What follows belongs to an exercise in optimizing a design on an open flow for a short achievable clock period and few clock cycles; a production flow would make more cautious choices. RTL that was checked went through simulation tests only; none was proved equivalent to the original. The RTL of runs 2 to 4 was laid out without a check of its function. Power figures rest on the tool's default switching activity, not on a simulated workload.

`design/flow/design.v`:
```
module ks_add32(
    input [31:0] a,
    input [31:0] b,
    input cin,
    output [31:0] s
    );
    wire [31:0] p0 = a ^ b;
    wire [31:0] g0 = (a & b);
    wire [31:0] gi = {g0[31:1], g0[0] | (p0[0] & cin)};
    wire [31:0] g1, p1, g2, p2, g3, p3, g4, p4, g5;
    genvar i;
    generate
        for (i = 0; i < 32; i = i + 1) begin : lv
            if (i >= 1)  begin : a1 assign g1[i] = gi[i] | (p0[i] & gi[i-1]); assign p1[i] = p0[i] & p0[i-1]; end
            else         begin : b1 assign g1[i] = gi[i]; assign p1[i] = p0[i]; end
            if (i >= 2)  begin : a2 assign g2[i] = g1[i] | (p1[i] & g1[i-2]); assign p2[i] = p1[i] & p1[i-2]; end
            else         begin : b2 assign g2[i] = g1[i]; assign p2[i] = p1[i]; end
            if (i >= 4)  begin : a3 assign g3[i] = g2[i] | (p2[i] & g2[i-4]); assign p3[i] = p2[i] & p2[i-4]; end
            else         begin : b3 assign g3[i] = g2[i]; assign p3[i] = p2[i]; end
            if (i >= 8)  begin : a4 assign g4[i] = g3[i] | (p3[i] & g3[i-8]); assign p4[i] = p3[i] & p3[i-8]; end
            else         begin : b4 assign g4[i] = g3[i]; assign p4[i] = p3[i]; end
            if (i >= 16) begin : a5 assign g5[i] = g4[i] | (p4[i] & g4[i-16]); end
            else         begin : b5 assign g5[i] = g4[i]; end
        end
    endgenerate
    assign s = p0 ^ {g5[30:0], cin};
endmodule
module cmp_lt32s(
    input [31:0] a,
    input [31:0] b,
    output lt
    );
    wire [31:0] ua = {~a[31], a[30:0]};
    wire [31:0] ub = {~b[31], b[30:0]};
    wire [31:0] l0 = ~ua & ub;           
    wire [31:0] e0 = ~(ua ^ ub);         
    wire [15:0] l1, e1;
    wire [7:0]  l2, e2;
    wire [3:0]  l3, e3;
    wire [1:0]  l4, e4;
    genvar i;
    generate
        for (i = 0; i < 16; i = i + 1) begin : c1
            assign l1[i] = l0[2*i+1] | (e0[2*i+1] & l0[2*i]);
            assign e1[i] = e0[2*i+1] & e0[2*i];
        end
        for (i = 0; i < 8; i = i + 1) begin : c2
            assign l2[i] = l1[2*i+1] | (e1[2*i+1] & l1[2*i]);
            assign e2[i] = e1[2*i+1] & e1[2*i];
        end
        for (i = 0; i < 4; i = i + 1) begin : c3
            assign l3[i] = l2[2*i+1] | (e2[2*i+1] & l2[2*i]);
            assign e3[i] = e2[2*i+1] & e2[2*i];
        end
        for (i = 0; i < 2; i = i + 1) begin : c4
            assign l4[i] = l3[2*i+1] | (e3[2*i+1] & l3[2*i]);
            assign e4[i] = e3[2*i+1] & e3[2*i];
        end
    endgenerate
    assign lt = l4[1] | (e4[1] & l4[0]);
endmodule
module pipelined_cpu(
    input clk,
    input rst_n,
    output [15:0]imem_addr,
    input [31:0]imem_rdata,
    output [15:0]dmem_addr,
    output dmem_we,
    output [31:0]dmem_wdata,
    input [31:0]dmem_rdata,
    output debug_wb_have_inst,
    output [31:0]debug_wb_pc,
    output debug_wb_ena,
    output [4:0]debug_wb_reg,
    output [31:0]debug_wb_value
    );
    integer j;
    reg [31:0] pc_f_n;
    reg [15:0] imem_q;
    reg [15:0] bidx_q;          
    reg [31:0] m_res_n;
    reg [15:0] dmem_q;
    wire [31:0] pc_f = ~pc_f_n;
    wire [31:0] m_res = ~m_res_n;
    reg [32*32-1:0] rfv;        
    reg        bt_v   [0:15];
    reg [11:0] bt_tag [0:15];
    reg [15:0] bt_tgt [0:15];
    reg        bt_jal [0:15];
    reg [1:0]  bt_ctr [0:15];
    reg [16:0] bt_k   [0:15];   
    reg        e_valid, e_squash;
    reg [31:0] e_pc, e_link, e_timm;
    reg [15:0] e_link_oh;       
    reg [31:0] e_a, e_b, e_sd;
    reg [31:0] e_ca, e_cb;      
    reg [4:0]  e_shl, e_shr, e_sha;    
    reg        e_sd_late, e_a_late, e_b_late;
    reg        e_wen, e_ld, e_st, e_br, e_jal, e_jalr, e_pred, e_bhit;
    reg [16:0] e_k;             
    reg        e_beq, e_bne, e_blt, e_bge;
    reg [4:0]  e_rd;
    reg        e_s_add, e_s_sub, e_s_and, e_s_or, e_s_xor, e_s_sll, e_s_srl, e_s_sra, e_s_b, e_s_link;
    reg        m_valid, m_wen, m_ld, m_st, m_br, m_jal, m_jalr, m_jbad, m_taken, m_bhit, m_bok, m_kok;
    reg [16:0] m_k;
    reg [31:0] m_pc, m_sd, m_tgt;
    reg [4:0]  m_rd;
    reg        w_valid, w_wen;
    reg [31:0] w_pc, w_val;
    reg [4:0]  w_rd;
    wire [15:0] bsel = bidx_q;
    reg [15:0] bt_match, bt_take;
    reg [15:0] pred_tgt;
    reg [16:0] pred_k;
    always @* begin
        pred_tgt = 16'd0;
        pred_k = 17'd0;
        for (j = 0; j < 16; j = j + 1) begin
            bt_match[j] = bsel[j] & bt_v[j] & (bt_tag[j] == pc_f[17:6]);
            bt_take[j] = bt_match[j] & (bt_jal[j] | bt_ctr[j][1]);
            pred_tgt = pred_tgt | ({16{bsel[j]}} & bt_tgt[j]);
            pred_k = pred_k | ({17{bsel[j]}} & bt_k[j]);
        end
    end
    wire lowpc = pc_f[31:18] == 14'd0;
    wire bt_hit = (|bt_match) & lowpc;
    wire pred_t = (|bt_take) & lowpc;
    wire [31:0] pc_inc = pc_f + 32'd4;
    wire [31:0] inst = imem_rdata;
    wire [6:0] opc = inst[6:0];
    wire is_r    = opc == 7'b0110011;
    wire is_i    = opc == 7'b0010011;
    wire is_ld   = opc == 7'b0000011;
    wire is_st   = opc == 7'b0100011;
    wire is_br   = opc == 7'b1100011;
    wire is_lui  = opc == 7'b0110111;
    wire is_jal  = opc == 7'b1101111;
    wire is_jalr = opc == 7'b1100111;
    wire [2:0] f3 = inst[14:12];
    wire [4:0] rs1 = inst[19:15];
    wire [4:0] rs2 = inst[24:20];
    wire [4:0] rd  = inst[11:7];
    wire alu_op = is_r | is_i;
    wire is_sh = alu_op & (f3 == 3'b001 || f3 == 3'b101);
    wire [31:0] imm_i = {{20{inst[31]}}, inst[31:20]};
    wire [31:0] imm_s = {{20{inst[31]}}, inst[31:25], inst[11:7]};
    wire [31:0] imm_b = {{19{inst[31]}}, inst[31], inst[7], inst[30:25], inst[11:8], 1'b0};
    wire [31:0] imm_u = {inst[31:12], 12'b0};
    wire [31:0] imm_j = {{11{inst[31]}}, inst[31], inst[19:12], inst[20], inst[30:21], 1'b0};
    wire use_a  = is_r | is_i | is_ld | is_st | is_br | is_jalr;
    wire b_reg  = is_r | is_br;
    wire wen    = is_r | is_i | is_ld | is_lui | is_jal | is_jalr;
    wire [31:0] imm_op = is_st ? imm_s : is_lui ? imm_u : imm_i;
    wire e_v = e_valid & ~e_squash;
    wire [31:0] A = e_a;
    wire [31:0] B = e_b;
    wire [31:0] LA = e_a_late ? dmem_rdata : e_a;
    wire [31:0] LB = e_b_late ? dmem_rdata : e_b;
    wire [31:0] SD = e_sd_late ? dmem_rdata : e_sd;
    wire [31:0] sum, diff;
    ks_add32 u_add(.a(A), .b(B), .cin(1'b0), .s(sum));
    ks_add32 u_sub(.a(A), .b(~B), .cin(1'b1), .s(diff));
    wire [31:0] sll_r = A << e_shl;
    wire [31:0] srl_r = A >> e_shr;
    wire [31:0] sra_r = $signed(A) >>> e_sha;
    wire [31:0] tgt_sum = e_pc + e_timm;
    wire [31:0] r_and = LA & LB;
    wire [31:0] r_or  = LA | LB;
    wire [31:0] r_xor = LA ^ LB;
    wire [31:0] e_result =
          ({32{e_s_add}}  & sum)
        | ({32{e_s_sub}}  & diff)
        | ({32{e_s_and}}  & r_and)
        | ({32{e_s_or}}   & r_or)
        | ({32{e_s_xor}}  & r_xor)
        | ({32{e_s_sll}}  & sll_r)
        | ({32{e_s_srl}}  & srl_r)
        | ({32{e_s_sra}}  & sra_r)
        | ({32{e_s_b}}    & B)
        | ({32{e_s_link}} & e_link);
    wire [31:0] m_val = m_ld ? dmem_rdata : m_res;
    wire e_fw = e_v & e_wen;
    wire e_m1 = e_fw & (e_rd == rs1) & (rs1 != 5'd0);
    wire e_m2 = e_fw & (e_rd == rs2) & (rs2 != 5'd0);
    wire m_m1 = m_wen & (m_rd == rs1) & (rs1 != 5'd0);
    wire m_m2 = m_wen & (m_rd == rs2) & (rs2 != 5'd0);
    wire e1_alu = e_m1 & ~e_ld;
    wire e2_alu = e_m2 & ~e_ld;
    wire late_ok = alu_op & (f3 == 3'b100 || f3 == 3'b110 || f3 == 3'b111);
    wire stall = e_ld & ((use_a & e_m1) | (b_reg & e_m2)) & ~late_ok;
    wire [31:0] rf1 = rfv[32*rs1 +: 32];
    wire [31:0] rf2 = rfv[32*rs2 +: 32];
    wire nz1 = rs1 != 5'd0;
    wire nz2 = rs2 != 5'd0;
    wire a_e  = e1_alu;
    wire a_m  = ~e_m1 & m_m1;
    wire a_rf = use_a & ~e_m1 & ~m_m1 & nz1;
    wire b_e  = b_reg & e2_alu;
    wire b_m  = b_reg & ~e_m2 & m_m2;
    wire b_rf = b_reg & ~e_m2 & ~m_m2 & nz2;
    wire b_im = ~b_reg;
    wire s_e  = e2_alu;
    wire s_m  = ~e_m2 & m_m2;
    wire s_rf = ~e_m2 & ~m_m2 & nz2;
    wire h_e  = is_sh & is_r & e2_alu;
    wire h_m  = is_sh & is_r & ~e_m2 & m_m2;
    wire h_rf = is_sh & is_r & ~e_m2 & ~m_m2 & nz2;
    wire h_im = is_sh & is_i;
    function [31:0] fwd_e;
        input g;
        begin
            fwd_e = ({32{g & e_s_add}}  & sum)
                  | ({32{g & e_s_sub}}  & diff)
                  | ({32{g & e_s_and}}  & r_and)
                  | ({32{g & e_s_or}}   & r_or)
                  | ({32{g & e_s_xor}}  & r_xor)
                  | ({32{g & e_s_sll}}  & sll_r)
                  | ({32{g & e_s_srl}}  & srl_r)
                  | ({32{g & e_s_sra}}  & sra_r)
                  | ({32{g & e_s_b}}    & B)
                  | ({32{g & e_s_link}} & e_link);
        end
    endfunction
    wire [31:0] fe_a = fwd_e(a_e);
    wire [31:0] fe_b = fwd_e(b_e);
    wire [31:0] fe_s = fwd_e(s_e);
    wire [31:0] fe_h = fwd_e(h_e);
    wire [31:0] a_next  = fe_a | ({32{a_m}} & m_val) | ({32{a_rf}} & rf1);
    wire [31:0] b_next  = fe_b | ({32{b_m}} & m_val) | ({32{b_rf}} & rf2) | ({32{b_im}} & imm_op);
    wire [31:0] sd_next = fe_s | ({32{s_m}} & m_val) | ({32{s_rf}} & rf2);
    wire [4:0]  sh_next = fe_h[4:0] | ({5{h_m}} & m_val[4:0]) | ({5{h_rf}} & rf2[4:0]) | ({5{h_im}} & inst[24:20]);
    wire eq = A == B;
    wire lt;
    cmp_lt32s u_lt(.a(A), .b(B), .lt(lt));
    wire taken = (e_beq & eq) | (e_bne & ~eq) | (e_blt & lt) | (e_bge & ~lt);
    wire eq2 = e_ca == e_cb;
    wire lt2;
    cmp_lt32s u_lt2(.a(e_ca), .b(e_cb), .lt(lt2));
    wire taken2 = (e_beq & eq2) | (e_bne & ~eq2) | (e_blt & lt2) | (e_bge & ~lt2);
    wire go = e_jal | (e_br & taken);           
    wire jalr_ok = e_pred & (A[31:1] == {14'd0, e_k});
    wire mispred = e_v & (e_jalr ? ~jalr_ok : (go != e_pred));
    wire [31:0] jalr_tgt = {sum[31:1], 1'b0};
    wire [31:0] act_tgt = e_jalr ? jalr_tgt : tgt_sum;
    wire e_brv = e_v & e_br;
    wire nb_btgt = e_v & e_jal & ~e_pred;                               
    wire nb_link = e_v & e_pred & ~e_jal & ~e_jalr & ~e_br;             
    wire sel_jalr = e_v & e_jalr & ~jalr_ok;
    wire nb_fd = ~(e_brv | nb_btgt | nb_link | sel_jalr);
    wire sel_hold = stall;
    wire sel_ptgt = ~stall & pred_t;
    wire sel_inc  = ~stall & ~pred_t;
    function [15:0] oh4;
        input [3:0] x;
        oh4 = 16'd1 << x;
    endfunction
    wire [15:0] inc_oh = {bidx_q[14:0], bidx_q[15]};    
    wire [15:0] fd_oh = ({16{sel_hold}} & bidx_q) | ({16{sel_ptgt}} & oh4(pred_tgt[3:0])) | ({16{sel_inc}} & inc_oh);
    wire [31:0] fd_pc = ({32{sel_hold}} & pc_f) | ({32{sel_ptgt}} & {14'd0, pred_tgt, 2'b00}) | ({32{sel_inc}} & pc_inc);
    wire [31:0] pc_tk = e_pred ? fd_pc : tgt_sum;
    wire [31:0] pc_nt = e_brv ? (e_pred ? e_link : fd_pc)
                      : ({32{nb_btgt}} & tgt_sum) | ({32{nb_link}} & e_link)
                      | ({32{sel_jalr}} & jalr_tgt) | ({32{nb_fd}} & fd_pc);
    wire [15:0] oh_tk = e_pred ? fd_oh : oh4(tgt_sum[5:2]);
    wire [15:0] oh_nt = e_brv ? (e_pred ? e_link_oh : fd_oh)
                      : ({16{nb_btgt}} & oh4(tgt_sum[5:2])) | ({16{nb_link}} & e_link_oh)
                      | ({16{sel_jalr}} & oh4(jalr_tgt[5:2])) | ({16{nb_fd}} & fd_oh);
    wire [31:0] pc_next = (e_brv & taken) ? pc_tk : pc_nt;
    wire [31:0] pc_next2 = (e_brv & taken2) ? pc_tk : pc_nt;
    wire [15:0] bidx_next = (e_brv & taken2) ? oh_tk : oh_nt;
    always @(posedge clk or negedge rst_n) begin
        if (!rst_n) begin
            pc_f_n <= 32'hffffffff;
            imem_q <= 16'd0;
            bidx_q <= 16'd1;
        end else begin
            pc_f_n <= ~pc_next;
            imem_q <= pc_next2[17:2];
            bidx_q <= bidx_next;
        end
    end
    wire [15:0] usel = 16'd1 << m_pc[5:2];
    wire u_go = m_jal | m_jalr | (m_br & m_taken);
    wire u_alloc = u_go & m_bok & (~m_bhit | m_jbad) & (~m_jalr | m_kok);
    wire u_cnt = m_br & m_bhit;
    always @(posedge clk or negedge rst_n) begin
        if (!rst_n) begin
            for (j = 0; j < 16; j = j + 1) bt_v[j] <= 1'b0;
        end else begin
            for (j = 0; j < 16; j = j + 1)
                if (u_alloc & usel[j]) bt_v[j] <= 1'b1;
        end
    end
    always @(posedge clk) begin
        for (j = 0; j < 16; j = j + 1) begin
            if (u_alloc & usel[j]) begin
                bt_tag[j] <= m_pc[17:6];
                bt_tgt[j] <= m_tgt[17:2];
                bt_jal[j] <= m_jal | m_jalr;
                bt_k[j] <= m_k;
                bt_ctr[j] <= 2'b10;
            end else if (u_cnt & usel[j]) begin
                if (m_taken) begin
                    if (bt_ctr[j] != 2'b11) bt_ctr[j] <= bt_ctr[j] + 2'd1;
                end else begin
                    if (bt_ctr[j] != 2'b00) bt_ctr[j] <= bt_ctr[j] - 2'd1;
                end
            end
        end
    end
    always @(posedge clk or negedge rst_n) begin
        if (!rst_n) begin
            e_valid <= 1'b0; e_squash <= 1'b0; e_sd_late <= 1'b0; e_a_late <= 1'b0; e_b_late <= 1'b0;
            e_wen <= 1'b0; e_ld <= 1'b0; e_st <= 1'b0; e_br <= 1'b0; e_jal <= 1'b0; e_jalr <= 1'b0;
            e_pred <= 1'b0; e_bhit <= 1'b0; e_rd <= 5'd0;
            e_beq <= 1'b0; e_bne <= 1'b0; e_blt <= 1'b0; e_bge <= 1'b0;
            e_s_add <= 1'b0; e_s_sub <= 1'b0; e_s_and <= 1'b0; e_s_or <= 1'b0; e_s_xor <= 1'b0;
            e_s_sll <= 1'b0; e_s_srl <= 1'b0; e_s_sra <= 1'b0; e_s_b <= 1'b0; e_s_link <= 1'b0;
        end else begin
            e_valid <= 1'b1;
            e_squash <= mispred | stall;
            e_sd_late <= e_m2 & e_ld;
            e_a_late <= use_a & e_m1 & e_ld;
            e_b_late <= b_reg & e_m2 & e_ld;
            e_wen <= wen; e_ld <= is_ld; e_st <= is_st; e_br <= is_br; e_jal <= is_jal; e_jalr <= is_jalr;
            e_pred <= pred_t; e_bhit <= bt_hit;
            e_rd <= rd;
            e_beq <= is_br & f3 == 3'b000;
            e_bne <= is_br & f3 == 3'b001;
            e_blt <= is_br & f3 == 3'b100;
            e_bge <= is_br & f3 == 3'b101;
            e_s_add <= is_ld | is_st | (alu_op & f3 == 3'b000 & ~(is_r & inst[30]));
            e_s_sub <= is_r & f3 == 3'b000 & inst[30];
            e_s_and <= alu_op & f3 == 3'b111;
            e_s_or  <= alu_op & f3 == 3'b110;
            e_s_xor <= alu_op & f3 == 3'b100;
            e_s_sll <= alu_op & f3 == 3'b001;
            e_s_srl <= alu_op & f3 == 3'b101 & ~inst[30];
            e_s_sra <= alu_op & f3 == 3'b101 & inst[30];
            e_s_b   <= is_lui;
            e_s_link <= is_jal | is_jalr;
        end
    end
    always @(posedge clk) begin
        e_pc <= pc_f;
        e_link <= pc_inc;
        e_link_oh <= inc_oh;
        e_timm <= is_jal ? imm_j : imm_b;
        e_k <= pred_k;
        e_a  <= a_next;
        e_b  <= b_next;
        e_ca <= a_next & {32{is_br}};
        e_cb <= b_next & {32{is_br}};
        e_sd <= sd_next;
        e_shl <= sh_next & {5{f3 == 3'b001}};
        e_shr <= sh_next & {5{f3 == 3'b101 & ~inst[30]}};
        e_sha <= sh_next & {5{f3 == 3'b101 & inst[30]}};
    end
    always @(posedge clk or negedge rst_n) begin
        if (!rst_n) begin
            m_valid <= 1'b0; m_wen <= 1'b0; m_ld <= 1'b0; m_st <= 1'b0; m_br <= 1'b0; m_jal <= 1'b0;
            m_jalr <= 1'b0; m_jbad <= 1'b0; m_kok <= 1'b0;
            m_taken <= 1'b0; m_bhit <= 1'b0; m_bok <= 1'b0; m_rd <= 5'd0;
        end else begin
            m_valid <= e_v;
            m_wen <= e_v & e_wen;
            m_ld <= e_v & e_ld;
            m_st <= e_v & e_st;
            m_br <= e_v & e_br;
            m_jal <= e_v & e_jal;
            m_jalr <= e_v & e_jalr;
            m_jbad <= e_jalr & ~jalr_ok;
            m_kok <= ~B[0] & (A[31:18] == 14'd0);
            m_taken <= taken;
            m_bhit <= e_bhit;
            m_bok <= (e_pc[31:18] == 14'd0) & (act_tgt[31:18] == 14'd0);
            m_rd <= e_rd;
        end
    end
    always @(posedge clk) begin
        m_pc <= e_pc;
        m_res_n <= ~e_result;
        dmem_q <= e_result[17:2];
        m_sd <= SD;
        m_tgt <= act_tgt;
        m_k <= A[17:1];
    end
    wire [31:0] decw = 32'd1 << m_rd;
    always @(posedge clk) begin
        for (j = 1; j < 32; j = j + 1)
            if (m_wen && decw[j])
                rfv[32*j +: 32] <= m_val;
    end
    always @(posedge clk or negedge rst_n) begin
        if (!rst_n) begin
            w_valid <= 1'b0; w_wen <= 1'b0; w_rd <= 5'd0;
        end else begin
            w_valid <= m_valid;
            w_wen <= m_wen;
            w_rd <= m_rd;
        end
    end
    always @(posedge clk) begin
        w_pc <= m_pc;
        w_val <= m_val;
    end
    assign imem_addr = imem_q;
    assign dmem_addr = dmem_q;
    assign dmem_we = m_st;
    assign dmem_wdata = m_sd;
    assign debug_wb_have_inst = w_valid;
    assign debug_wb_pc = w_pc;
    assign debug_wb_ena = w_wen;
    assign debug_wb_reg = w_rd;
    assign debug_wb_value = w_val;
endmodule
```
`design/flow/flow/run.sh`:
```
#!/bin/bash
# Standard layout with two changes: ABC maps the logic against a delay target
# (flow/abc_speed.script replaces ORFS's), and timing repair aims at a tighter
# setup margin. Everything else is ORFS's own scripts, copied unchanged.
set -euo pipefail
rm -rf scripts_mod
cp -r "$FLOW_HOME/scripts" scripts_mod
cp flow/abc_speed.script scripts_mod/abc_speed.script
bash standard.sh SCRIPTS_DIR="$PWD/scripts_mod" SETUP_SLACK_MARGIN=6.5 finish > standard_flow.log 2>&1
```
`design/flow/flow/abc_speed.script`:
```
strash
dch -f
map -D 1500
buffer -p
upsize -D 1500
dnsize -D 1500
stime -p
```
`design/flow/standard.sh`:
```
#!/bin/bash
# synth_recipe.tcl (not shown) runs the flow's synth.tcl, then flattens the netlist and writes it again
# the make line also repeats each setting of config.mk as NAME=value (left out here)
make -C /OpenROAD-flow-scripts/flow DESIGN_CONFIG=/design/flow/config.mk WORK_HOME=/design/flow/orfs CLKGATE_MAP_FILE= SYNTH_SCRIPT=/design/flow/synth_recipe.tcl "${@:-finish}"
```
`design/flow/config.mk`:
```
export PLATFORM = sky130hd
export DESIGN_NAME = pipelined_cpu
export DESIGN_NICKNAME = pipelined_cpu
export VERILOG_FILES = /design/flow/design.v
export SDC_FILE = /design/flow/constraint.sdc
export NUM_CORES = 8
export LEC_CHECK = 0
export CAP_MARGIN = 20
export CORE_MARGIN = 2
export CORE_UTILIZATION = 40
export SLEW_MARGIN = 20
```
`design/flow/constraint.sdc`:
```
create_clock -name core_clock -period 9.0 [get_ports {clk}]
set_input_delay 1.8000 -clock core_clock [delete_from_list [all_inputs] [get_ports {clk}]]
set_output_delay 1.8000 -clock core_clock [all_outputs]
set_load 0.01 [all_outputs]
```
==> metrics.md, run 1 <==
| Metric | Value |
|---|---|
| Routed WL | `650,000 um` |
| Tot GR Track Use | `41.2%` |
| Root Buffer | `clkbuf_16` |
| Number of synthesized register bits | `2,395` |
| Final ANT Viol Nets | `0` |
| Max transition margin | `19.5%` |
| CTS tree | `built` |
| Total core area | `0.291 mm^2` |
| PwrDens | `195 mW/mm^2` |
| Worst Setup Start Kind | `primary input` |
| Max clock buf depth | `4` |
| Synth Warn # | `39` |
| Tightest Pin Transition | `1.21 ns` |
| DR vias | `116,700` |
| Clock transition at path regs | `0.06 ns` |
| Cells after Synth | `12,383` |
| Largest net degree at the start of global routing | `103` |
| Syn Nets | `12,680` |
| Post-synth cell types | `86` |
| Nets | `13,697` |
| Clk sinks | `2,395` |
| Most common cell after layout, fill and taps aside | `nand2_1` |
| Skew-Pair Late Insertion Delay | `0.96 ns` |
| Crit. End Element | `flip-flop` |
| Num CTS Buffers | `273` |
| Status | `finished clean` |
| Drt drc | `0` |
| Cts hold-fix bufs | `0` |
| Chip width | `546 um` |
| Highest clock rate | `285 MHz` |
| Vias per cell | `6.65` |
| Gpl congestion | `1.04` |
| Commonest non-fill, non-tap cells in the layout | `nand2_1 (2,066), edfxtp_1 (1,728), a21oi_1 (898)` |
| Main synth FF type | `edfxtp_1` |
| Grt ovf | `0` |
| Min-Delay Path Class | `flip-flop to flip-flop` |
| Share of cells above drive strength 1 | `29.4%` |
| Pre-CTS WS | `3.03 ns` |
| Clk pwr share | `35.9%` |
| Placed cell areas | `0.125 mm^2` |
| Critical Path Fanout Max | `5` |
| Switching Share | `32.2%` |
| 1st-iter DRT viols | `20,495` |
| Setup total negative slack | `0 ns` |
| Vias in the first global route | `107,317` |
| Crit share post-route | `39.0%` |
| Height of the die | `546 um` |
| Syn Area/Cell | `9.47 um^2` |
| P_int | `21.2 mW` |
| Drt pass-1 iters | `10` |
| Critical path type | `primary input to flip-flop` |
| Final Worst Setup Slack | `5.49 ns` |
| Crit path DAT | `4.32 ns` |
| FFs w/ async S/R, synth | `5.68%` |
| # rows | `198` |
| Max_cap viols | `0` |
| Post-synth EDFFs | `1,728` |
| Final hold violation count | `0` |
| Skew final | `0.0946 ns` |
| CP Data Required Time | `9.81 ns` |
| Port Buffers | `201` |
| Static leakage | `59.5 nW` |
| Antenna violations before repair | `56` |
| Final setup fails | `0` |
| Max-slew violations | `0` |
| RSZ-0062 raised after global routing | `true` |
| Design area | `0.161 mm^2` |
| Peak supply drop | `0.173 mV` |
| Min Tclk post-route | `3.51 ns` |
| H-tree depth | `5` |
| Routed len/inst | `37.0 um` |
| Seq pwr share | `42.8%` |
| Seq/Total Area, Yosys | `56.2%` |
| Ports | `202` |
| First-pass GRT wire length | `862,000 um` |
| Initial core utilization | `40.3%` |
| Sw Pwr | `10.1 mW` |
| Area growth syn-to-layout | `36.8%` |
| Combinational share of power | `21.3%` |
| Die area | `0.298 mm^2` |
| Mapped Area | `0.117 mm^2` |
| Post-DP HPWL | `364,000 um` |
-- flip-flops by register name, indices dropped and copies added, names as in the netlist, 192 cells and up --
name    cells
bt_k      272
bt_tag    192
bt_tgt    256
rfv       992
-- cell usage after synthesis (109+ instances only) --
cell,n,area [um^2]
a21oi_1,1099,5500
a221oi_1,121,1060
inv_1,735,2760
o221ai_1,119,1040
a32oi_1,168,1470
o22ai_1,116,726
o21ai_0,1262,6320
buf_2,175,876
nand4_1,195,1220
nand3_1,360,1800
nor2_1,1039,3900
ha_1,228,2850
nand2_1,2339,8780
nor3_1,109,546
edfxtp_1,1728,51900
clkbuf_1,608,2280
a22oi_1,170,1280
o211ai_1,138,1040
dfxtp_1,531,10600
-- timing repair --
action | CTS | global route
gates resized for setup | 3305 | 928
setup endpoints to repair | 2011 | 1309
pin swaps | 592 | 534
gates cloned | 161 | 32
buffers inserted | 667 | 229
-- worst max-delay path, stage by stage --
cell	delay, ns
buf_16	0.13
buf_4	0.15
buf_6	0.16
nand2_4	0.08
o2111ai_4	0.12
nor3_2	0.28
inv_2	0.09
nand3_4	0.09
buf_12	0.20
clkinv_16	0.10
buf_12	0.15
nand3_4	0.22
o221ai_2	0.15
nand2_1	0.10
nand4_1	0.22
and2_1	0.22
-- through the flow --
stage          hold WS (ns)  power (mW)  std cells  util (%)
2_1_floorplan         0.310        15.7      12383         -
3_3_place_gp          0.316        18.1      15934      42.9
3_5_place_dp          0.314        18.2      15935      42.9
4_1_cts               0.294        30.5      17256      52.9
5_1_grt               0.300        31.9      17522      55.1
6_report              0.285        31.3      17552      55.1
-- kinds of logic after synthesis --
logic type	share of synthesized area, %
adder cells (fa/ha/maj)	2.48
multiplexers	0.563
buffers and inverters	5.38
other	0.00320
XOR/XNOR	0.820
AO/OA/AOI/OAI	19.5
flip-flops	56.2
AND/OR/NAND/NOR	15.0
-- power by group through the flow --
stage                     Clock, mW  Sequential, mW  Combinational [mW]
after floorplan                   0            13.1                2.67
after global placement            0            13.6                4.50
after detailed placement          0            13.7                4.53
after CTS                      11.2            13.4                5.94
after global routing           11.7            13.4                6.82
final                          11.3            13.4                6.66
-- cell type report --
| class | count | area, um^2 |
|---|---|---|
| clock inverter | 104 | 1130 |
| antenna | 34 | 85.1 |
| timing repair buffer | 1535 | 19800 |
| clock buffer | 389 | 7780 |
| multi-input combinational | 8396 | 56400 |
| timing repair inverter | 33 | 583 |
| fill | 24712 | 131000 |
| sequential | 2395 | 66300 |
| tap | 3900 | 4880 |
| inverter | 766 | 3610 |
-- metal layers --
| metal | share of wire, % | track usage, % | wire, um |
|---|---|---|---|
| met1 | 35 | 51.3 | 225000 |
| met2 | 40 | 58.0 | 262000 |
| met3 | 15 | 13.2 | 94400 |
| met4 | 10 | 34.0 | 67100 |
| met5 | 0.096 | 0 | 623 |
-- worst paths after layout --
check / cells past startpoint / slack, ns / to / from
max: 16 / 5.49 / e_cb[15] / imem_rdata[22]
min: 0 / 0.28 / w_pc[19] / m_pc[19]
max reg2reg: 14 / 5.53 / e_cb[15] / m_rd[3]
min reg2reg: 0 / 0.28 / w_pc[19] / m_pc[19]
max in group asynchronous: 2 / 6.72 / e_pred / rst_n
min in group asynchronous: 1 / 0.90 / bt_v[3] / rst_n
Testbench counts, summed over its fixed seeds: cycles 88,764.
==> run 2: changes to the inputs <==
--- a/design/flow/design.v
+++ b/design/flow/design.v
@@ -228,4 +228,6 @@
     wire [31:0] a_next  = fe_a | ({32{a_m}} & m_val) | ({32{a_rf}} & rf1);
     wire [31:0] b_next  = fe_b | ({32{b_m}} & m_val) | ({32{b_rf}} & rf2) | ({32{b_im}} & imm_op);
+    wire [31:0] ca_next = fwd_e(a_e & is_br) | ({32{a_m & is_br}} & m_val) | ({32{a_rf & is_br}} & rf1);
+    wire [31:0] cb_next = fwd_e(b_e & is_br) | ({32{b_m & is_br}} & m_val) | ({32{b_rf & is_br}} & rf2);
     wire [31:0] sd_next = fe_s | ({32{s_m}} & m_val) | ({32{s_rf}} & rf2);
     wire [4:0]  sh_next = fe_h[4:0] | ({5{h_m}} & m_val[4:0]) | ({5{h_rf}} & rf2[4:0]) | ({5{h_im}} & inst[24:20]);
@@ -350,6 +352,6 @@
         e_a  <= a_next;
         e_b  <= b_next;
-        e_ca <= a_next & {32{is_br}};
-        e_cb <= b_next & {32{is_br}};
+        e_ca <= ca_next;
+        e_cb <= cb_next;
         e_sd <= sd_next;
         e_shl <= sh_next & {5{f3 == 3'b001}};
==> run 2 against run 1 <==
Net effect:
- still clean
- power rose by 2.3%
- design area increased by 2.3%
- global-route usage increased by 0.26 points
- worst hold slack gained 0.041 ns
- via count grew 2.8%
- routed wire length rose by 2.4%
- non-clock buffer count increased by 103
- clock skew grew 0.020 ns
- clock power about the same
- die area increased by 2.1%
- first-iteration DRC count increased by 0.85%
- synthesized cell count up 4.1%
- critical path type is now flip-flop to flip-flop
- highest routed layer unchanged
==> metrics.md, run 2 <==
| Metric | Value |
|---|---|
| Worst reg2reg path depth | `18` |
| Root Buffer | `clkbuf_16` |
| Final Worst Setup Slack | `5.44 ns` |
| CP max stage delay | `0.34 ns` |
| Die area | `0.304 mm^2` |
| Vias per cell | `6.58` |
| Skew-Pair Late Insertion Delay | `0.98 ns` |
| Chip width | `551 um` |
| Fill count | `25,249` |
| Min Tclk post-route | `3.56 ns` |
| Number of synthesized register bits | `2,395` |
| Tot Pwr | `32.1 mW` |
| Post-synth EDFFs | `1,728` |
| Register name with the most flops | `rfv` |
| Static leakage | `61.8 nW` |
| Setup total negative slack | `0 ns` |
| Hold path cells | `0` |
| Min-Delay Path Class | `flip-flop to flip-flop` |
| Worst path cell trace | `buf_12 -> clkinvlp_4 -> buf_4 -> o22a_1 -> nand4_1 -> nor4_4 -> nand4_1 -> nand2_4 -> nor2_4 -> buf_12 -> buf_4 -> clkinvlp_4 -> nor2_1 -> inv_2 -> buf_4 -> o21ai_0 -> nand2_1 -> nand3_2` |
| Layout Utilization | `55.2%` |
| Max transition margin | `13.5%` |
| Pre-CTS WS | `3.06 ns` |
| FFs w/ async S/R, synth | `5.68%` |
| Max FFs per register | `992` |
| Commonest non-fill, non-tap cells in the layout | `nand2_1 (2,394), edfxtp_1 (1,728), nor2_1 (827)` |
| Cts hold-fix bufs | `0` |
| Tightest Pin Transition | `1.29 ns` |
| Status | `finished clean` |
| Share of cells above drive strength 1 | `29.3%` |
| Design area | `0.164 mm^2` |
| Slowest library cell on the worst path | `dfxtp_2` |
| Syn Area/Cell | `9.29 um^2` |
| Final setup fails | `0` |
| Yosys top cell area share | `43.3%` |
| RSZ-0062 raised after global routing | `true` |
| Height of the die | `551 um` |
| Detail Route met2 WL | `269,000 um` |
| Most common cell after layout, fill and taps aside | `nand2_1` |
| Routed WL | `665,000 um` |
| Largest net degree at the start of global routing | `79` |
| Drt drc | `0` |
| Stages on worst setup path | `18` |
| Post-synth cell types | `95` |
| Synth Warn # | `39` |
| Clk sinks | `2,395` |
| Routed metal-1 wire length | `230,000 um` |
| Vias in the first global route | `107,574` |
| Count leader, synth | `nand2_1` |
| Crit path DAT | `4.38 ns` |
| Met3 routed WL | `95,800 um` |
| Clock transition at path regs | `0.06 ns` |
| Largest regs | `rfv (992), bt_k (272), bt_tgt (256)` |
| Synth area leaders | `edfxtp_1 (43%), dfxtp_1 (8.9%), nand2_1 (8.4%)` |
| 1st-iter DRT viols | `20,669` |
| PwrDens | `195 mW/mm^2` |
| Compound-Gate Fraction of Synth Area | `18.8%` |
| CTS tree | `built` |
| Critical path type | `flip-flop to flip-flop` |
| Most common cell on crit path | `buf_4` |
| Num CTS Buffers | `278` |
| Max-slew violations | `0` |
| Nets | `14,309` |
| Peak supply drop | `0.182 mV` |
| Final hold violation count | `0` |
| Main synth FF type | `edfxtp_1` |
| Initial core utilization | `40.3%` |
| Routed len/inst | `36.5 um` |
| CP Data Required Time | `9.82 ns` |
| Post-Synth Simple-Gate Area | `16.6%` |
| Skew final | `0.115 ns` |
| First-pass GRT wire length | `876,000 um` |
| Area leader, netlist | `edfxtp_1` |
| Highest clock rate | `281 MHz` |
| Grt ovf | `0` |
| Seq/Total Area, Yosys | `55.1%` |
| Buffers & Inverters on Critical Path | `8` |
| Tot GR Track Use | `41.4%` |
| Post-Synth Adder-Cell Area | `2.36%` |
| DR vias | `120,021` |
| Cells after Synth | `12,887` |
| # rows | `200` |
| Crit. End Element | `flip-flop` |
| Gpl congestion | `1.09` |
| Syn Nets | `13,177` |
| Synth top cells by count | `nand2_1 (2,676), edfxtp_1 (1,728), o21ai_0 (1,263), nor2_1 (1,040), a21oi_1 (949)` |
| Top Family by Delay on Critical Path | `buffers and inverters` |
| Crit share post-route | `39.6%` |
| Max clock buf depth | `4` |
| DR top layer | `met5` |
| Drt pass-1 iters | `9` |
| Antenna violations before repair | `63` |
| Critical Path Fanout Max | `8` |
| Max_cap viols | `0` |
| XOR/XNOR Fraction of Synth Area | `1.07%` |
| Largest family of logic cells by synthesized area | `compound AO/OA/AOI/OAI gates` |
| H-tree depth | `5` |
| Mux cell area share after synthesis | `0.451%` |
| Mapped Area | `0.120 mm^2` |
| Final ANT Viol Nets | `0` |
| Port Buffers | `201` |
| Area growth syn-to-layout | `37.1%` |
| Ports | `202` |
| Post-DP HPWL | `365,000 um` |
| Worst Setup Start Kind | `flip-flop` |
| Total core area | `0.297 mm^2` |
| Placed cell areas | `0.128 mm^2` |
[run 2: timing repair]
item,CTS,global route
setup buffers,701,274
gates cloned,166,40
gates resized for setup,3235,917
setup endpoints to repair,2458,1301
pin swaps,528,461
[run 2: metal layers]
layer,up-vias,GRT usage (%)
li1,48745,-
met4,24,33.0
met3,3122,13.7
met1,57854,51.1
met5,-,0
met2,10276,59.3
[run 2: final cells by class]
class / instances / area, um^2 / share of cell area [%]
antenna: 47 / 118 / 0.0716
tap: 3939 / 4930 / 3.00
clock inverter: 130 / 1340 / 0.815
timing repair inverter: 41 / 632 / 0.385
clock buffer: 374 / 7770 / 4.73
multi-input combinational: 8790 / 57900 / 35.3
inverter: 875 / 3950 / 2.40
sequential: 2395 / 66200 / 40.3
timing repair buffer: 1638 / 21300 / 13.0
[run 2: path summary, 6_finish.rpt]
kind                          start          to  slack (ns)
setup / recovery            e_a[16]  bidx_q[11]        5.44
hold / removal             m_pc[24]    w_pc[24]        0.33
setup reg to reg            e_a[16]  bidx_q[11]        5.44
hold reg to reg            m_pc[24]    w_pc[24]        0.33
max in group asynchronous     rst_n    e_s_link        6.69
min in group asynchronous     rst_n     bt_v[1]        0.90
[run 2: kinds of logic after synthesis]
logic type      Yosys count
compound gates         3642
flops                  2395
mux                      50
buf+inv                1704
xor+xnor                146
simple gates           4725
fa+ha+maj               224
other cells               1
[run 2: stage by stage]
step                      std cells  hold slack (ns)
final                         18229            0.325
after global routing          18190            0.334
after CTS                     17867            0.326
after detailed placement      16496            0.312
after global placement        16495            0.310
after floorplan               12887            0.310
[run 2: power breakdown]
group / internal, mW / leakage (nW) / switching, mW
clock network: 6.67 / 4.44 / 4.91
registers: 12.6 / 22.9 / 0.893
logic: 2.41 / 34.5 / 4.61
==> run 3: changes to the inputs <==
--- a/design/flow/design.v
+++ b/design/flow/design.v
@@ -89,5 +89,4 @@
     reg        bt_jal [0:15];
     reg [1:0]  bt_ctr [0:15];
-    reg [16:0] bt_k   [0:15];   
     reg        e_valid, e_squash;
     reg [31:0] e_pc, e_link, e_timm;
@@ -98,10 +97,9 @@
     reg        e_sd_late, e_a_late, e_b_late;
     reg        e_wen, e_ld, e_st, e_br, e_jal, e_jalr, e_pred, e_bhit;
-    reg [16:0] e_k;             
+    reg [15:0] e_k;             
     reg        e_beq, e_bne, e_blt, e_bge;
     reg [4:0]  e_rd;
     reg        e_s_add, e_s_sub, e_s_and, e_s_or, e_s_xor, e_s_sll, e_s_srl, e_s_sra, e_s_b, e_s_link;
     reg        m_valid, m_wen, m_ld, m_st, m_br, m_jal, m_jalr, m_jbad, m_taken, m_bhit, m_bok, m_kok;
-    reg [16:0] m_k;
     reg [31:0] m_pc, m_sd, m_tgt;
     reg [4:0]  m_rd;
@@ -112,13 +110,10 @@
     reg [15:0] bt_match, bt_take;
     reg [15:0] pred_tgt;
-    reg [16:0] pred_k;
     always @* begin
         pred_tgt = 16'd0;
-        pred_k = 17'd0;
         for (j = 0; j < 16; j = j + 1) begin
             bt_match[j] = bsel[j] & bt_v[j] & (bt_tag[j] == pc_f[17:6]);
             bt_take[j] = bt_match[j] & (bt_jal[j] | bt_ctr[j][1]);
             pred_tgt = pred_tgt | ({16{bsel[j]}} & bt_tgt[j]);
-            pred_k = pred_k | ({17{bsel[j]}} & bt_k[j]);
         end
     end
@@ -241,5 +236,5 @@
     wire taken2 = (e_beq & eq2) | (e_bne & ~eq2) | (e_blt & lt2) | (e_bge & ~lt2);
     wire go = e_jal | (e_br & taken);           
-    wire jalr_ok = e_pred & (A[31:1] == {14'd0, e_k});
+    wire jalr_ok = e_pred & (A[31:1] == {14'd0, e_k, 1'b0});
     wire mispred = e_v & (e_jalr ? ~jalr_ok : (go != e_pred));
     wire [31:0] jalr_tgt = {sum[31:1], 1'b0};
@@ -300,5 +295,4 @@
                 bt_tgt[j] <= m_tgt[17:2];
                 bt_jal[j] <= m_jal | m_jalr;
-                bt_k[j] <= m_k;
                 bt_ctr[j] <= 2'b10;
             end else if (u_cnt & usel[j]) begin
@@ -349,5 +343,5 @@
         e_link_oh <= inc_oh;
         e_timm <= is_jal ? imm_j : imm_b;
-        e_k <= pred_k;
+        e_k <= pred_tgt;
         e_a  <= a_next;
         e_b  <= b_next;
@@ -373,5 +367,5 @@
             m_jalr <= e_v & e_jalr;
             m_jbad <= e_jalr & ~jalr_ok;
-            m_kok <= ~B[0] & (A[31:18] == 14'd0);
+            m_kok <= B == 32'd0;
             m_taken <= taken;
             m_bhit <= e_bhit;
@@ -386,5 +380,4 @@
         m_sd <= SD;
         m_tgt <= act_tgt;
-        m_k <= A[17:1];
     end
     wire [31:0] decw = 32'd1 << m_rd;
==> run 3 against run 2 <==
Net effect:
- design area down 8.6%
- highest routed layer unchanged
- via count decreased by 5.5%
- still clean
- non-clock buffer count shrank 13
- count of clock-buffer cells in the layout shrank 71
- register-to-register slack got worse by 0.03 ns
- setup slack lost 0.034 ns
- critical endpoint is now pc_f_n[7]
==> metrics.md, run 3 <==
| Metric | Value |
|---|---|
| Status | `finished clean` |
| Initial core utilization | `40.2%` |
| Nets | `13,285` |
| Chip width | `523 um` |
| Min-Delay Path Class | `flip-flop to flip-flop` |
| Port Buffers | `201` |
| Highest clock rate | `278 MHz` |
| Max-slew violations | `0` |
| Vias per cell | `6.76` |
| Skew final | `0.0596 ns` |
| Tot GR Track Use | `45.1%` |
| Cells after Synth | `11,883` |
| Tot Pwr | `28.4 mW` |
| Setup total negative slack | `0 ns` |
| Cts hold-fix bufs | `0` |
| Critical Path Fanout Max | `6` |
| Skew-Pair Late Insertion Delay | `0.99 ns` |
| Area growth syn-to-layout | `39.3%` |
| CTS tree | `built` |
| CP Data Required Time | `9.88 ns` |
| Syn Area/Cell | `9.06 um^2` |
| Largest net degree at the start of global routing | `75` |
| Routed WL | `651,000 um` |
| Share of cells above drive strength 1 | `30.4%` |
| Placed Cells | `15,155` |
| H-tree depth | `4` |
| PwrDens | `189 mW/mm^2` |
| Fill count | `22,725` |
| Syn Nets | `12,173` |
| 1st-iter DRT viols | `20,946` |
| Most common cell after layout, fill and taps aside | `nand2_1` |
| Final setup fails | `0` |
| Grt ovf | `0` |
| Routed len/inst | `38.8 um` |
| RSZ-0062 raised after global routing | `true` |
| Yosys top cell area share | `40.6%` |
| Commonest non-fill, non-tap cells in the layout | `nand2_1 (2,223), edfxtp_1 (1,456), a21oi_1 (779)` |
| Synth Warn # | `38` |
| Crit share post-route | `40.0%` |
| Height of the die | `523 um` |
| # rows | `190` |
| Worst Setup Start Kind | `flip-flop` |
| Max FFs per register | `992` |
| Crit. End Element | `flip-flop` |
| Static leakage | `56.6 nW` |
| Largest regs | `rfv (992), bt_tgt (256), bt_tag (192)` |
| Crit path DAT | `4.48 ns` |
| Antenna violations before repair | `73` |
| DR vias | `113,389` |
| FFs w/ async S/R, synth | `6.46%` |
| Num CTS Buffers | `232` |
| Final Worst Setup Slack | `5.40 ns` |
| Tightest Pin Transition | `1.20 ns` |
| Synth area leaders | `edfxtp_1 (41%), dfxtp_1 (9.5%), nand2_1 (8.7%)` |
| Min Tclk post-route | `3.60 ns` |
| Final hold violation count | `0` |
| Non-filler instance count after layout | `16,783` |
| Register name with the most flops | `rfv` |
| Synth top cells by count | `nand2_1 (2,481), edfxtp_1 (1,456), o21ai_0 (1,231), a21oi_1 (962), nor2_1 (904)` |
| Seq/Total Area, Yosys | `53.4%` |
| Placed cell areas | `0.116 mm^2` |
| Peak supply drop | `0.196 mV` |
| Ports | `202` |
| Max_cap viols | `0` |
| Total core area | `0.268 mm^2` |
| Max clock buf depth | `4` |
| Gpl congestion | `1.10` |
| Vias in the first global route | `102,951` |
| Number of synthesized register bits | `2,105` |
| Critical path type | `flip-flop to flip-flop` |
| Count leader, synth | `nand2_1` |
| First-pass GRT wire length | `854,000 um` |
| Main synth FF type | `edfxtp_1` |
| Design area | `0.150 mm^2` |
| Post-DP HPWL | `380,000 um` |
| Drt drc | `0` |
| Root Buffer | `clkbuf_16` |
| Clock transition at path regs | `0.08 ns` |
| Drt pass-1 iters | `14` |
| Final ANT Viol Nets | `0` |
| Die area | `0.273 mm^2` |
| Clk sinks | `2,105` |
| Mapped Area | `0.108 mm^2` |
| Post-synth EDFFs | `1,456` |
| Max transition margin | `19.6%` |
| Area leader, netlist | `edfxtp_1` |
| Post-synth cell types | `94` |
| Pre-CTS WS | `2.88 ns` |
## run 3: cell types whose count changed after synthesis, moves of 30 or more
cell and change:
a22oi_1 -64, nand3_1 +30, buf_2 -59, nor2_1 -136, nand4_1 -126, o21ai_0 -32
nand2_1 -195, inv_1 -63, nor3_1 -35, or2_2 -34, edfxtp_1 -272
## run 3: worst paths after layout
kind,start,endpoint,slack (ns),depth (start not counted)
min in group asynchronous,rst_n,bidx_q[1],0.86,1
max,e_a[29],pc_f_n[7],5.40,16
max in group asynchronous,rst_n,e_a_late,6.81,2
max reg2reg,e_a[29],pc_f_n[7],5.40,16
min reg2reg,m_pc[0],w_pc[0],0.30,0
min,m_pc[0],w_pc[0],0.30,0
## run 3: final cells by class
| class | count | area (um^2) | area share [%] |
|---|---|---|---|
| inverter | 810 | 3740 | 2.49 |
| timing repair buffer | 1625 | 20500 | 13.7 |
| antenna | 37 | 92.6 | 0.0617 |
| sequential | 2105 | 57700 | 38.5 |
| clock buffer | 303 | 6430 | 4.28 |
| tap | 3552 | 4440 | 2.96 |
| multi-input combinational | 8185 | 54900 | 36.6 |
| clock inverter | 130 | 1550 | 1.03 |
| timing repair inverter | 36 | 639 | 0.426 |
## run 3: where the power goes
part | internal, mW | total, mW | switching (mW)
logic | 2.18 | 6.28 | 4.10
registers | 11.0 | 11.9 | 0.872
clock network | 5.86 | 10.2 | 4.36
total | 19.1 | 28.4 | 9.33
## run 3: routing by layer
metal	global-route usage [%]	routed length (um)	vias to the layer above
li1	-	-	45117
met1	57.3	230000	55039
met2	63.3	259000	10336
met3	15.9	99200	2858
met4	32.5	61500	39
met5	0.416	995	-
## run 3: cells by family (layout without fill, tap and decap cells)
| group | after synthesis | after routing | share of synthesized area, % |
|---|---|---|---|
| AOI/OAI and AO/OA | 3602 | 3602 | 20.7 |
| DFF | 2105 | 2105 | 53.4 |
| and+or+nand+nor | 4186 | 4192 | 16.0 |
| muxes | 63 | 63 | 0.623 |
| xor gates and xnor gates | 103 | 103 | 0.838 |
| adders and majority gates | 224 | 224 | 2.62 |
| other | 1 | 38 | 0.00348 |
| buffers and inverters | 1599 | 2904 | 5.88 |
## run 3: repair_timing
item / in CTS / in global routing
resized for setup: 2995 / 880
endpoints found under the setup margin: 2508 / 1161
pin swaps: 494 / 463
gates cloned: 134 / 34
setup buffers: 723 / 265
## run 3: stage by stage
step / utilization (%) / hold slack [ns]
finish: 56.0 / 0.301
global route: 56.0 / 0.317
CTS: 53.4 / 0.317
detailed placement: 43.2 / 0.314
global placement: 43.2 / 0.316
floorplan: - / 0.310
## run 3: worst max-delay path, stage by stage (launching register included)
cell and delay, ns:
dfxtp_4 0.38, buf_12 0.12, clkinvlp_4 0.09, buf_12 0.15, ha_4 0.27, nand4_1 0.10
or3_4 0.44, nor2_4 0.14, nand4_1 0.45, mux2i_1 0.35, nand2_1 0.08, or2_4 0.29
nand2_8 0.10, buf_8 0.14, buf_16 0.17, nor2_2 0.06, a31oi_1 0.14
==> run 4: changes to the inputs <==
==> design/flow/flow/run.sh (replaced) <==
#!/bin/bash
# Standard layout with three changes, all in how the layout is made:
#  - ABC maps the logic against a delay target (flow/abc_speed.script replaces ORFS's);
#  - timing repair aims at a tighter setup margin;
#  - each timing repair runs a second time, to continue from where the first stopped.
# Everything else is ORFS's own scripts, copied unchanged.
set -euo pipefail
rm -rf scripts_mod
cp -r "$FLOW_HOME/scripts" scripts_mod
cp flow/abc_speed.script scripts_mod/abc_speed.script
sed -i '0,/^  log_cmd repair_timing {\*}\$additional_args$/s//  log_cmd repair_timing {*}$additional_args\n  log_cmd repair_timing {*}$additional_args/' scripts_mod/util.tcl
bash standard.sh SCRIPTS_DIR="$PWD/scripts_mod" SETUP_SLACK_MARGIN=6.5 finish > standard_flow.log 2>&1
--- a/design/flow/config.mk
+++ b/design/flow/config.mk
@@ -6,6 +6,6 @@
 export NUM_CORES = 8
 export LEC_CHECK = 0
-export CAP_MARGIN = 20
+export CAP_MARGIN = 40
 export CORE_MARGIN = 2
-export CORE_UTILIZATION = 40
-export SLEW_MARGIN = 20
+export CORE_UTILIZATION = 35
+export SLEW_MARGIN = 40
==> run 4 against run 3 <==
Net effect:
- routed wire length decreased by 9.0%
- critical path depth increased by 2
- non-clock buffer count decreased by 97
- combinational power decreased by 4.6%
- setup slack got worse by 0.064 ns
- sequential share of layout area about the same
- first-iteration DRC count decreased by 9.1%
- fmax decreased by 1.7%
- via count decreased by 3.1%
- clock skew increased by 0.021 ns
- design area increased by 0.14%
==> metrics.md, run 4 <==
| Metric | Value |
|---|---|
| Syn Area/Cell | `9.06 um^2` |
| Min-Delay Path Class | `flip-flop to flip-flop` |
| Max FFs per register | `992` |
| Routed WL | `593,000 um` |
| Initial core utilization | `35.2%` |
| Post-synth EDFFs | `1,456` |
| Largest regs | `rfv (992), bt_tgt (256), bt_tag (192)` |
| Tot GR Track Use | `36.2%` |
| Seq pwr share | `42.4%` |
| # rows | `203` |
| Syn Nets | `12,173` |
| Fill count | `27,448` |
| Final setup fails | `0` |
| Max-slew violations | `0` |
| Max transition margin | `34.0%` |
| Skew final | `0.0802 ns` |
| Final Worst Setup Slack | `5.34 ns` |
| Post-synth cell types | `94` |
| Skew-Pair Late Insertion Delay | `0.96 ns` |
| Count leader, synth | `nand2_1` |
| Height of the die | `559 um` |
| H-tree depth | `4` |
| Area leader, netlist | `edfxtp_1` |
| Total core area | `0.306 mm^2` |
| Max_cap viols | `0` |
| Setup total negative slack | `0 ns` |
| Num CTS Buffers | `231` |
| Chip width | `559 um` |
| Grt ovf | `0` |
| Critical path type | `flip-flop to flip-flop` |
| Synth top cells by count | `nand2_1 (2,481), edfxtp_1 (1,456), o21ai_0 (1,231), a21oi_1 (962), nor2_1 (904)` |
| Routed len/inst | `34.4 um` |
| Gpl congestion | `1.06` |
| Largest net degree at the start of global routing | `77` |
| Yosys top cell area share | `40.6%` |
| Clock transition at path regs | `0.07 ns` |
| Status | `finished clean` |
| Register name with the most flops | `rfv` |
| Tightest Pin Transition | `0.985 ns` |
| First-pass GRT wire length | `795,000 um` |
| Pre-CTS WS | `2.92 ns` |
| Crit. End Element | `flip-flop` |
| Synth area leaders | `edfxtp_1 (41%), dfxtp_1 (9.5%), nand2_1 (8.7%)` |
| Worst reg2reg path depth | `18` |
| Commonest non-fill, non-tap cells in the layout | `nand2_1 (2,184), edfxtp_1 (1,456), a21oi_1 (799)` |
| Hold path cells | `0` |
| Switching Share | `32.1%` |
| Die area | `0.312 mm^2` |
| Combinational share of power | `21.3%` |
| Static leakage | `56.5 nW` |
| RR Startpoint | `e_a[2]` |
| Critical Path Fanout Max | `4` |
| Post-DP HPWL | `337,000 um` |
| Mapped Area | `0.108 mm^2` |
| Critical Path Start | `e_a[2]` |
| Drt drc | `0` |
| Share of cells above drive strength 1 | `30.4%` |
| Final hold violation count | `0` |
| Clk pwr share | `36.3%` |
| Crit share post-route | `40.7%` |
| Most common cell after layout, fill and taps aside | `nand2_1` |
| FFs w/ async S/R, synth | `6.46%` |
| 1st-iter DRT viols | `19,037` |
| Highest clock rate | `273 MHz` |
| Crit path DAT | `4.51 ns` |
| Peak supply drop | `0.181 mV` |
| Port Buffers | `201` |
| P_int | `19.1 mW` |
| Worst Setup Start Kind | `flip-flop` |
| Hold wc startpoint | `m_pc[0]` |
| CP Data Required Time | `9.84 ns` |
| Ports | `202` |
| Antenna violations before repair | `59` |
| Area growth syn-to-layout | `39.5%` |
| Synth Warn # | `38` |
| Vias in the first global route | `98,703` |
| Cells after Synth | `11,883` |
| Number of synthesized register bits | `2,105` |
| CTS tree | `built` |
| RSZ-0062 raised after global routing | `true` |
| Main synth FF type | `edfxtp_1` |
| PwrDens | `187 mW/mm^2` |
| Clk sinks | `2,105` |
| DR vias | `109,930` |
| Final ANT Viol Nets | `0` |
| Seq/Total Area, Yosys | `53.4%` |
| Max clock buf depth | `4` |
| Drt pass-1 iters | `17` |
| Sw Pwr | `9.01 mW` |
| Min Tclk post-route | `3.66 ns` |
| Nets | `13,188` |
| Root Buffer | `clkbuf_16` |
| Vias per cell | `6.38` |
[run 4: cell counts after synthesis]
Identical to the previous run, type by type.
[run 4: logic make-up (layout without fill, tap and decap cells)]
family                   after synthesis  after routing  share of synthesized area [%]
multiplexers                          63             63                          0.623
buffers and inverters               1599           2809                           5.88
flip-flops                          2105           2105                           53.4
AO/OA/AOI/OAI                       3602           3602                           20.7
XOR/XNOR                             103            103                          0.838
adder cells (fa/ha/maj)              224            224                           2.62
other                                  1             44                        0.00348
AND/OR/NAND/NOR                     4186           4191                           16.0
[run 4: per-stage QoR]
stage | utilization, % | instances | hold WS [ns] | cell area [um^2] | power, mW
2_1_floorplan | - | 11883 | 0.310 | 112000 | 14.0
3_3_place_gp | 38.0 | 15649 | 0.314 | 116000 | 16.1
3_5_place_dp | 38.1 | 15661 | 0.318 | 117000 | 16.1
4_1_cts | 47.2 | 16945 | 0.329 | 144000 | 27.3
5_1_grt | 49.1 | 17210 | 0.331 | 150000 | 28.6
6_report | 49.1 | 17241 | 0.327 | 150000 | 28.1
[run 4: metal layers]
layer  GRT usage, %  vias up  wire length (um)
li1               -    44943                 -
met1           46.1    52684            213000
met2           49.9     9620            235000
met3           13.1     2643             90000
met4           27.3       40             54900
met5         0.0154        -               483
[run 4: timing repair]
item / CTS / global route
gates resized for setup: 3099 / 750
setup buffers: 696 / 241
setup endpoints to repair: 1681 / 1004
hold buffers: 0 / 0
pin swaps: 779 / 511
gates cloned: 155 / 11
[run 4: path summary, 6_finish.rpt]
check / slack [ns] / to
worst max-delay path: 5.34 / pc_f_n[14]
worst min-delay path: 0.33 / w_pc[0]
worst max register to register: 5.34 / pc_f_n[14]
worst min register to register: 0.33 / w_pc[0]
max in group asynchronous: 6.78 / e_a_late
min in group asynchronous: 0.85 / bt_v[11]
[run 4: power groups by stage]
stage | combinational (mW) | sequential [mW] | clock [mW]
6_report | 5.99 | 11.9 | 10.2
5_1_grt | 6.14 | 11.9 | 10.5
4_1_cts | 5.31 | 11.9 | 10.2
3_5_place_dp | 3.91 | 12.2 | 0
3_3_place_gp | 3.91 | 12.2 | 0
2_1_floorplan | 2.49 | 11.5 | 0
[run 4: final cells by class]
type	count	area, um^2	share of cell area (%)
antenna	43	108	0.0716
inverter	810	3770	2.51
multi-input combinational	8184	55000	36.6
tap	4100	5130	3.42
clock inverter	121	1460	0.975
timing repair buffer	1528	19700	13.1
timing repair inverter	38	687	0.457
clock buffer	312	6560	4.37
sequential	2105	57800	38.5
[run 4: critical path: stages, from the launching register on]
cell        delay, ns
dfxtp_4          0.47
clkinvlp_4       0.20
ha_4             0.34
buf_12           0.12
clkinv_8         0.05
buf_6            0.11
nand2_4          0.07
o2bb2ai_4        0.14
o21ai_4          0.11
buf_6            0.14
a21o_4           0.23
a21oi_4          0.17
buf_6            0.13
xor2_4           0.06
buf_12           0.15
inv_1            0.33
o221ai_1         0.29
or2_1            0.30
a31oi_1          0.16

[re-timing with driven ports]
The results above use ideal ports. As a check the final layouts listed here were re-extracted and re-timed, cells and wires unchanged.
Step 1, drivers: a clkbuf_16 drives clk and a buf_2 each remaining input, both assumed.
Step 2 moves the port delays by t, midway between the first and last clock arrival at a register: inputs arrive t later, outputs are due t later. That takes back most of the time a late clock gives input paths.
Slacks: no drivers / after step 1 / after step 2; pairs: no drivers / after step 1.
| run | t (ns) | setup slack, ns | hold slack, ns | worst setup path after step 2 |
|---|---|---|---|---|
| run 1 | 1.027 | 5.492 / 5.292 / 4.265 | 0.285 / 0.285 / 0.285 | input to register |
| run 2 | 1.033 | 5.435 / 5.357 / 4.324 | 0.325 / 0.325 / 0.325 | input to register |
| run 3 | 1.050 | 5.401 / 5.303 / 4.253 | 0.301 / 0.301 / 0.301 | input to register |
| run 4 | 1.029 | 5.338 / 5.108 / 4.079 | 0.327 / 0.327 / 0.327 | input to register |
After both steps setup and hold are still met in every run listed. The setup slack of run 4, which loses most, moves by -0.230 ns with the drivers and by -1.259 ns with both steps.
